This design comes from an exercise in tuning for small area, a short achievable clock period and few clock cycles per item on the open sky130 flow, not from production work. The RTL was checked by simulation tests, not by an equivalence proof against the original design.

## run 2
==> flow/design.v <==
module present_rounds (
  input        [63:0]  s0,
  input       [127:0]  k0,
  input        [4:0]   rc,
  output logic [63:0]  s3,
  output logic [127:0] k3,
  output logic [63:0]  ct
);
function automatic [3:0] sbox(input [3:0] x);
  sbox[0] = (~x[0] & ~x[1] &  x[2] & ~x[3]) | (~x[0] &  x[1] &  x[3]) | (~x[0] & ~x[2] &  x[3]) |
            ( x[0] & ~x[1] &  x[2] &  x[3]) | ( x[0] &  x[1] & ~x[3]) | ( x[0] & ~x[2] & ~x[3]);
  sbox[1] = (~x[0] &  x[1] & ~x[2]) | (~x[0] &  x[1] & ~x[3]) | ( x[0] &  x[2] &  x[3]) |
            (~x[1] & ~x[2] &  x[3]) | ( x[1] & ~x[2] & ~x[3]);
  sbox[2] = (~x[0] &  x[1] & ~x[2]) | (~x[0] & ~x[2] & ~x[3]) | ( x[0] & ~x[1] & ~x[2]) |
            ( x[0] &  x[1] &  x[2] & ~x[3]) | (~x[1] &  x[2] &  x[3]);
  sbox[3] = (~x[0] & ~x[1] & ~x[3]) | (~x[0] &  x[2] & ~x[3]) | ( x[0] &  x[1] & ~x[3]) |
            ( x[0] & ~x[2] &  x[3]) | ( x[1] & ~x[2] &  x[3]);
endfunction
function automatic [63:0] round(input [63:0] s, input [63:0] rk);
  logic [63:0] a, b;
  a = s ^ rk;
  for (int i = 0; i < 16; i++)
    b[4*i +: 4] = sbox(a[4*i +: 4]);
  for (int i = 0; i < 63; i++)
    round[(16*i) % 63] = b[i];
  round[63] = b[63];
endfunction
function automatic [127:0] kstep(input [127:0] k, input [4:0] r);
  logic [127:0] t;
  t = {k[66:0], k[127:67]};
  t[127:124] = sbox(t[127:124]);
  t[123:120] = sbox(t[123:120]);
  t[66:62] = t[66:62] ^ r;
  kstep = t;
endfunction
logic [63:0]  s1, s2;
logic [127:0] k1, k2;
always_comb begin
  s1 = round(s0, k0[127:64]);
  k1 = kstep(k0, rc);
  s2 = round(s1, k1[127:64]);
  k2 = kstep(k1, rc + 5'd1);
  s3 = round(s2, k2[127:64]);
  k3 = kstep(k2, rc + 5'd2);
  ct = s1 ^ k1[127:64];
end
endmodule
module avalon_accel(
  input  clk,
  input  reset_n,
  input         avs_write,
  input  [31:0] avs_writedata,
  output [31:0] avs_readdata,
  input  [4:0]  avs_address,
  output        avm_write,
  output        avm_read,
  input         avm_waitrequest,
  output [31:0] avm_writedata,
  input  [31:0] avm_readdata,
  output [31:0] avm_address,
  output  irq
);
logic [31:0] R [0:7];
always_ff @(posedge clk or negedge reset_n)
  if (!reset_n)
    for (int i = 0; i < 8; i++)
      R[i] <= '0;
  else if (avs_write)
    R[avs_address[4:2]] <= avs_writedata;
assign avs_readdata = R[avs_address[4:2]];
wire ctrl_wr = avs_write && (avs_address[4:2] == 3'd7);
localparam [2:0] B_EMPTY = 3'd0, B_PTLO = 3'd1, B_PTFULL = 3'd2, B_CT = 3'd3, B_CTHI = 3'd4;
logic [2:0]  bst;       
logic        job;       
logic        done;      
logic        run;       
logic [4:0]  rc;        
logic [31:0] rrem;      
logic        all_read;  
logic [29:0] rd_addr, wr_addr;
logic [63:0] buff;
logic [63:0] st;
logic [127:0] key;
wire start = ctrl_wr && avs_writedata[0] && !job && !done;
wire clear = ctrl_wr && (avs_writedata == 32'd0);
wire ack     = !avm_waitrequest;
wire rrem_nz = !all_read;
wire rd_lo   = job && (bst == B_EMPTY) && rrem_nz;
wire rd_hi   = (bst == B_PTLO);
wire wr_lo   = (bst == B_CT);
wire wr_hi   = (bst == B_CTHI);
wire rd_req  = rd_lo || rd_hi;
wire wr_req  = wr_lo || wr_hi;
wire rd_done_lo = rd_lo && ack;
wire rd_done_hi = rd_hi && ack;
wire wr_done_hi = wr_hi && ack;
wire [63:0]  s3, ct;
wire [127:0] k3;
present_rounds u_rounds (.s0(st), .k0(key), .rc(rc), .s3(s3), .k3(k3), .ct(ct));
wire cfin     = run && (rc == 5'd31);
wire pt_avail = (bst == B_PTFULL);
wire [63:0] pt = buff;
wire load_pt  = pt_avail && (!run || cfin);
wire no_more  = !rrem_nz && (bst != B_PTFULL);
wire ct_last  = cfin && no_more && (bst == B_EMPTY);
wire ct_to_b  = (cfin && pt_avail) || ct_last;
wire advance  = run && !cfin;
wire irq_set = job && wr_done_hi && !rrem_nz && !run;
always_ff @(posedge clk or negedge reset_n)
  if (!reset_n) begin
    bst  <= B_EMPTY;
    job  <= 1'b0;
    done <= 1'b0;
    run  <= 1'b0;
    all_read <= 1'b0;
  end else begin
    if (start) job <= 1'b1;
    else if (irq_set) job <= 1'b0;
    if (clear) done <= 1'b0;
    else if (irq_set) done <= 1'b1;
    if (start) all_read <= 1'b0;
    else if (rd_done_hi && rrem == 32'd1) all_read <= 1'b1;
    if (load_pt) run <= 1'b1;
    else if (ct_last) run <= 1'b0;
    case (bst)
      B_EMPTY:  if (ct_last) bst <= B_CT;
                else if (rd_done_lo) bst <= B_PTLO;
      B_PTLO:   if (rd_done_hi) bst <= B_PTFULL;
      B_PTFULL: if (load_pt) bst <= cfin ? B_CT : B_EMPTY;
      B_CT:     if (ack) bst <= B_CTHI;
      B_CTHI:   if (ack) bst <= B_EMPTY;
      default:  bst <= B_EMPTY;
    endcase
  end
always_ff @(posedge clk) begin
  if (start) begin
    rd_addr <= R[4][31:2];
    wr_addr <= R[5][31:2];
    rrem    <= R[6];
  end else begin
    if (rd_req && ack) rd_addr <= rd_addr + 30'd1;
    if (wr_req && ack) wr_addr <= wr_addr + 30'd1;
    if (rd_done_hi) rrem <= rrem - 32'd1;
  end
  if (load_pt) begin
    st  <= pt;
    key <= {R[3], R[2], R[1], R[0]};
    rc  <= 5'd1;
  end else if (advance) begin
    st  <= s3;
    key <= k3;
    rc  <= rc + 5'd3;
  end
  if (ct_to_b) buff <= ct;
  else begin
    if (rd_done_lo) buff[31:0] <= avm_readdata;
    if (rd_done_hi) buff[63:32] <= avm_readdata;
  end
end
assign irq           = done || irq_set;
assign avm_read      = rd_req;
assign avm_write     = wr_req;
assign avm_address   = {wr_req ? wr_addr : rd_addr, 2'b00};
assign avm_writedata = wr_hi ? buff[63:32] : buff[31:0];
endmodule
Settings: LEC_CHECK=0, ABC_CLOCK_PERIOD_IN_PS=3300, CAP_MARGIN=20, CORE_MARGIN=2, CORE_UTILIZATION=40, SETUP_SLACK_MARGIN=1.6, SLEW_MARGIN=20; clock period 5.0 ns.
run.sh (not shown) runs the stock make flow with config.mk's settings and CLKGATE_MAP_FILE= SYNTH_SCRIPT=/design/flow/synth_recipe.tcl, a recipe that flattens the netlist after the stock synthesis.
Run 2 completed every stage of the flow, and the final layout passed the timing, design-rule and antenna checks.
Testbench counts of run 2, summed over its fixed seeds: cycles 10,277, blocks 799.
--- input diff run 2..run 1 ---
# run 2
export LEC_CHECK = 0
export ABC_CLOCK_PERIOD_IN_PS = 3300
export CAP_MARGIN = 20
export CORE_MARGIN = 2
export CORE_UTILIZATION = 40
export SETUP_SLACK_MARGIN = 1.6
export SLEW_MARGIN = 20
create_clock -name core_clock -period 5.0 [get_ports {clk}]
# run 1
export LEC_CHECK = 0
export CAP_MARGIN = 20
export CORE_MARGIN = 2
export CORE_UTILIZATION = 65
export PLACE_DENSITY = 0.75
export SETUP_SLACK_MARGIN = 1.3
export SLEW_MARGIN = 20
create_clock -name core_clock -period 5.0 [get_ports {clk}]
Results
Looking at end of the critical path, the st[42] result is from run 2; the avs_readdata[17] one comes from run 1. When run 1 is measured against run 2, its area of placed instances turns out about 1.5% lower. Worst setup slack was lower in the run labelled run 1.

[static timing again, ports no longer ideal]
The results above use ideal ports. As a check the final layouts listed here were re-extracted and re-timed, cells and wires unchanged. Step 1 assumes that a clkbuf_16 drives the clock port and a buf_2 every other input. Step 2 also shifts input and output timing later by t, the mid clock arrival at the registers, as if the neighbouring blocks saw the same clock. a / b / c = ideal ports / drivers / drivers and shift; a / b = the first two.
run	t (ns)	setup slack, ns	hold slack, ns	worst setup path at the end
run 2	0.688	1.300 / 1.300 / 1.004	0.438 / 0.428 / 0.503	input to register
run 1	0.698	0.873 / 0.811 / 0.701	0.402 / 0.382 / 0.507	input to register
After both steps setup and hold are still met in every run listed. For run 2, which loses most, drivers alone change the setup slack by 0.000 ns; drivers and shift together by -0.296 ns.
